This design comes from an exercise in tuning for small area and a short achievable clock period on the open sky130 flow, not from production work. Where RTL was checked, it was by simulation tests only, not by an equivalence proof against the original. No driver is modelled on the clock port, so clocking that relies on it looks cheaper here than on a real chip.

== run 1 ==
// montgomery_top
module montgomery_top (
    input           clk     ,
    input           rst_n   ,
    input           en      ,
    input   [11:0]  a       ,
    input   [11:0]  b       ,
    output          busy    ,
    output          done    ,
    output  [11:0]  r
);
clock: 8.0 ns
lec_check: 0
abc_clock_period_in_ps: 3500
cap_margin: 20
core_margin: 2
core_utilization: 65
cts_buf_list: sky130_fd_sc_hd__clkbuf_8
cts_cluster_size: 40
setup_slack_margin: 4.6
slew_margin: 20
synth_hierarchical: 1
standard.sh (not shown) runs the stock make flow with config.mk's settings and CLKGATE_MAP_FILE= SYNTH_SCRIPT=/design/flow/synth_recipe.tcl, a recipe that flattens the netlist after the stock synthesis.
==> flow/flow/run.sh <==
#!/bin/bash
# Standard layout, with the port buffers made from the smallest plain buffer, no
# dummy loads in the clock tree, and busy's OR rebuilt as nor2 + inv (busy.tcl).
set -euo pipefail
here=$(pwd)
bash standard.sh "BUFFER_PORTS_ARGS=-buffer_cell sky130_fd_sc_hd__buf_1" \
  "CTS_ARGS=-sink_clustering_enable -repair_clock_nets -dont_use_dummy_load -sink_clustering_size 40 -buf_list sky130_fd_sc_hd__clkbuf_8" \
  "PRE_GLOBAL_PLACE_TCL=$here/flow/busy.tcl" \
  finish > standard_flow.log 2>&1
==> flow/flow/busy.tcl <==
# Before global placement: rebuild busy = en | done as nor2 + inv, which is
# faster than an or2 on the input-to-output path. Same function.
set drv ""
foreach pin [get_pins -of_objects [get_nets busy]] {
  if {[get_property $pin direction] == "output"} { set drv $pin }
}
if {$drv != ""} {
  set inst [get_cells -of_objects $drv]
  set cell [get_property $inst ref_name]
  if {[string match "sky130_fd_sc_hd__or2_*" $cell]} {
    set name [get_property $inst name]
    set na [get_nets -of_objects [get_pins $name/A]]
    set nb [get_nets -of_objects [get_pins $name/B]]
    set ny [get_nets -of_objects [get_pins $name/X]]
    delete_instance $name
    set mid [make_net busy_nor_n]
    make_instance busy_nor sky130_fd_sc_hd__nor2_2
    make_instance busy_inv sky130_fd_sc_hd__inv_2
    connect_pin $na busy_nor/A
    connect_pin $nb busy_nor/B
    connect_pin $mid busy_nor/Y
    connect_pin $mid busy_inv/A
    connect_pin $ny busy_inv/Y
    foreach p {busy_nor/A busy_nor/B busy_nor/Y busy_inv/A busy_inv/Y} {
      if {[get_nets -quiet -of_objects [get_pins $p]] == ""} { error "busy.tcl: $p not connected" }
    }
    puts "busy.tcl: replaced $name ($cell) by nor2 + inv"
  }
}
diff inputs: run 1 => run 2
-- flow/config.mk --
<<< run 1, line 13
export CTS_CLUSTER_SIZE = 40
export SETUP_SLACK_MARGIN = 4.6
export SLEW_MARGIN = 20
>>> run 2, line 13
export CTS_CLUSTER_SIZE = 40
export SETUP_SLACK_MARGIN = 4.4
export SLEW_MARGIN = 20
==> comparison <==
In summary, run 2 completed successfully, with a layout that passed the timing, DRC and antenna checks.
Run 1 finished end to end and its layout was clean on timing, DRC and antenna.
Run 2 against run 1: routed length on met3 has increased, clock-pin slew of the registers on the worst-case setup and hold paths has remained practically unchanged, detailed-route via count has decreased.
Diff run 1 -> run 2: number of setup buffers added after CTS shows a reduction of 10, final design instance area without fill fell 130 sq um, depth of the worst hold-timing path held steady, headroom to the max-slew limit higher.
Run 2 has global-route usage over all layers below what run 1 had.
## Diff of input files: run 3 against run 2
-- flow/config.mk --
<<< run 2, line 13
export CTS_CLUSTER_SIZE = 40
export SETUP_SLACK_MARGIN = 4.4
export SLEW_MARGIN = 20
>>> run 3, line 13
export CTS_CLUSTER_SIZE = 40
export SETUP_SLACK_MARGIN = 4.5
export SLEW_MARGIN = 20
Results
Between run 3 and run 2, it is run 3 whose cell count is higher, by 0.86%. In the metrics for run 2 and run 3, the one carrying the lower fmax is run 2. Combined global-route utilization of all metal layers for run 3 is lower than for run 2. Compared with run 2, run 3 shows a multi-input gate share of total cell area that is 0.38 points lower. | tightest hold margin | run 3 vs run 2 | ≈ equal |. Setup slack after placement, run 2 and run 3: smaller value in run 2. Comparing run 2 and run 3, the higher data arrival time of the worst path was measured on run 2.
### run 3 -> run 4
-- flow/flow/run.sh --
<<< run 3, line 7
  "CTS_ARGS=-sink_clustering_enable -repair_clock_nets -dont_use_dummy_load -sink_clustering_size 40 -buf_list sky130_fd_sc_hd__clkbuf_8" \
  "PRE_GLOBAL_PLACE_TCL=$here/flow/busy.tcl" \
  finish > standard_flow.log 2>&1
>>> run 4, line 7
  "CTS_ARGS=-sink_clustering_enable -repair_clock_nets -dont_use_dummy_load -sink_clustering_size 40 -buf_list sky130_fd_sc_hd__clkbuf_8" \
  "PRE_GLOBAL_PLACE_TCL=$here/flow/busy.tcl" "PRE_CTS_TCL=$here/flow/cts_pre.tcl" \
  finish > standard_flow.log 2>&1
==> flow/flow/cts_pre.tcl (new file) <==
set_max_fanout 40 [current_design]
-- flow/config.mk --
<<< run 3, line 13
export CTS_CLUSTER_SIZE = 40
export SETUP_SLACK_MARGIN = 4.5
export SLEW_MARGIN = 20
>>> run 4, line 13
export CTS_CLUSTER_SIZE = 40
export SETUP_SLACK_MARGIN = 4.6
export SLEW_MARGIN = 20
Findings:
The first-pass GRT wire length of run 4 exceeds that of run 3 by 1200 um.
The total area of sequential cells on run 4 is in line with that on run 3.
Hold slack was higher in run 3 than in run 4.
Going from run 3 to run 4, final cell count moved down; total area of multi-input combinational cells was more or less identical; top achievable clock speed climbed about 0.4%.
Lower minimum setup slack in the final design was reported by run 3, not run 4.

before:
Another version of the RTL of montgomery_top (not shown whole).
Size: about 940 cells after synthesis, roughly 170 flip-flops, roughly 41 I/O pins, ~11000 um^2 of cells after synthesis.
Settings: LEC_CHECK=0, ABC_CLOCK_PERIOD_IN_PS=3500, CAP_MARGIN=20, CORE_MARGIN=2, CORE_UTILIZATION=40, CTS_CLUSTER_DIAMETER=100, CTS_CLUSTER_SIZE=40, SETUP_SLACK_MARGIN=4.4, SLEW_MARGIN=20, SYNTH_HIERARCHICAL=1; clock period 8.0 ns.
run.sh (not shown) runs the stock make flow with config.mk's settings and CLKGATE_MAP_FILE= SYNTH_SCRIPT=/design/flow/synth_recipe.tcl, a recipe that flattens the netlist after the stock synthesis.
Stock flow here: none of the scripts above is used.
Both conditions hold for before: the flow ran to the end and the final layout passed the timing, DRC and antenna checks.
#### Input delta (after over before)
diff --git a/flow/config.mk b/flow/config.mk
--- a/flow/config.mk
+++ b/flow/config.mk
@@ -12,2 +11,0 @@
-export CTS_CLUSTER_DIAMETER = 100
-export CTS_CLUSTER_SIZE = 40
--- outcome ---
after finished every stage and its layout cleared the timing, DRC and antenna checks. From before to after, total buffers and inverters traversed by the critical path did not move at all. [compare] base=before new=after: number of synthesized register bits about even, max-cap check violation count about even.
No functional check of the RTL was part of any run of this note.

== 06-07 ==
montgomery_top, a different RTL version from the one above (not shown whole).
Size: roughly 140 flip-flops, about 41 I/O pins, roughly 8600 um2 of cells after synthesis.
clock: 8.0 ns
lec_check: 0
abc_clock_period_in_ps: 3500
cap_margin: 20
core_margin: 2
core_utilization: 65
cts_buf_list: sky130_fd_sc_hd__clkbuf_8
cts_cluster_size: 40
setup_slack_margin: 4.4
slew_margin: 20
synth_hierarchical: 1
## Diff of input files: 11-23 against 06-07
Settings: ABC_AREA now 1, previously not set.
==> comparison <==
Summary of 11-23 over 06-07: area after synthesis increased by about 4% relative to the old numbers; post-layout minimum cycle time increased by 0.016 ns relative to the old numbers; maximum clock frequency decreased by 1.3 MHz relative to the old numbers. Delta(final setup slack of the worst path, 11-23 - 06-07) < 0. Changes observed in 11-23 relative to 06-07: fill cell instance count of the final layout shows an increase of 130; worst slack at placement shows a reduction of 0.045 ns. The critical path's slowest cell comes out sky130_fd_sc_hd__or2_1 in one run and sky130_fd_sc_hd__clkdlybuf4s15_1 in the other, namely in 06-07 and 11-23 respectively. Total of plain and repair buffers excluding clock buffers went down by a few percent going from 06-07 to 11-23. Re global routing met3 resource utilization: 11-23 is 0.41 points down on 06-07. Against 06-07 as the reference, 11-23 delivers a lower xor-xnor portion of the synthesized cell area.
No functional check of the RTL was part of any run of this note.

Another version of the RTL of montgomery_top (not shown whole).
Size: roughly 730 cells after synthesis, roughly 140 flip-flops.
export LEC_CHECK = 0
export ABC_CLOCK_PERIOD_IN_PS = 3500
export CAP_MARGIN = 20
export CORE_MARGIN = 2
export CORE_UTILIZATION = 65
export CTS_BUF_LIST = sky130_fd_sc_hd__clkbuf_8
export CTS_CLUSTER_SIZE = 40
export SETUP_SLACK_MARGIN = 4.4
export SLEW_MARGIN = 20
export SYNTH_HIERARCHICAL = 1
create_clock -name core_clock -period 8.0 [get_ports {clk}]
standard.sh (not shown) runs the stock make flow with config.mk's settings and CLKGATE_MAP_FILE= SYNTH_SCRIPT=/design/flow/synth_recipe.tcl, a recipe that flattens the netlist after the stock synthesis.
==> flow/flow/run.sh <==
#!/bin/bash
# Standard layout, with the port buffers made from the smallest plain buffer and
# a clock tree of larger sink clusters without dummy loads.
set -euo pipefail
bash standard.sh "BUFFER_PORTS_ARGS=-buffer_cell sky130_fd_sc_hd__buf_1" \
  "CTS_ARGS=-sink_clustering_enable -repair_clock_nets -dont_use_dummy_load -sink_clustering_size 80 -sink_clustering_max_diameter 300 -sink_clustering_levels 1 -buf_list sky130_fd_sc_hd__clkbuf_8" \
  finish > standard_flow.log 2>&1
==> next run, changes <==
==> flow/flow/run.sh (replaced) <==
#!/bin/bash
# Standard layout, with the port buffers made from the smallest plain buffer and
# no dummy loads in the clock tree.
set -euo pipefail
bash standard.sh "BUFFER_PORTS_ARGS=-buffer_cell sky130_fd_sc_hd__buf_1" \
  "CTS_ARGS=-sink_clustering_enable -repair_clock_nets -dont_use_dummy_load -sink_clustering_size 40 -buf_list sky130_fd_sc_hd__clkbuf_8" \
  finish > standard_flow.log 2>&1
Wire length is unchanged.
Worst setup slack stays the same.
Die area stays the same.
Final cell count stays the same.
Sequential cell count is unchanged.
Maximum frequency does not change.
Hold slack stays the same.
Register-to-register slack stays flat.
No functional check of the RTL was part of any run of this note.

[re-timing with driven ports]
No port has a modelled driver above. Below, the same layouts with a new extraction and two added sets of constraints.
Step 1: set_driving_cell puts a clkbuf_16 on clk and a buf_2 on each other input, an assumption about the parent block.
Step 2 adds t to the input delays and takes it off the output delays; t is the mean of the earliest and latest rising clock arrival at the registers after step 1. Input paths then give back, and output paths get back, about the clock's delay inside the block.
Three values: ideal, step 1, step 2; two values: the first two.
run | t (ns) | setup WS [ns] | hold slack, ns
run 1 | 0.463 | 4.485 / 4.440 / 4.440 | 0.326 / 0.326 / 0.326
run 2 | 0.457 | 4.437 / 4.437 / 4.437 | 0.328 / 0.328 / 0.328
run 3 | 0.456 | 4.471 / 4.436 / 4.436 | 0.330 / 0.330 / 0.330
run 4 | 0.463 | 4.485 / 4.440 / 4.440 | 0.326 / 0.326 / 0.326
before | 0.472 | 4.370 / 4.336 / 4.336 | 0.334 / 0.334 / 0.334
after | 0.472 | 4.370 / 4.336 / 4.336 | 0.334 / 0.334 / 0.334
06-07 | 0.483 | 4.394 / 4.369 / 4.369 | 0.326 / 0.326 / 0.326
11-23 | 0.475 | 4.377 / 4.353 / 4.353 | 0.330 / 0.330 / 0.330
the first run of note 4 | 0.464 | 4.403 / 4.382 / 4.382 | 0.315 / 0.315 / 0.315
the second run of note 4 | 0.464 | 4.403 / 4.382 / 4.382 | 0.315 / 0.315 / 0.315
After both steps setup and hold are still met in every run listed.
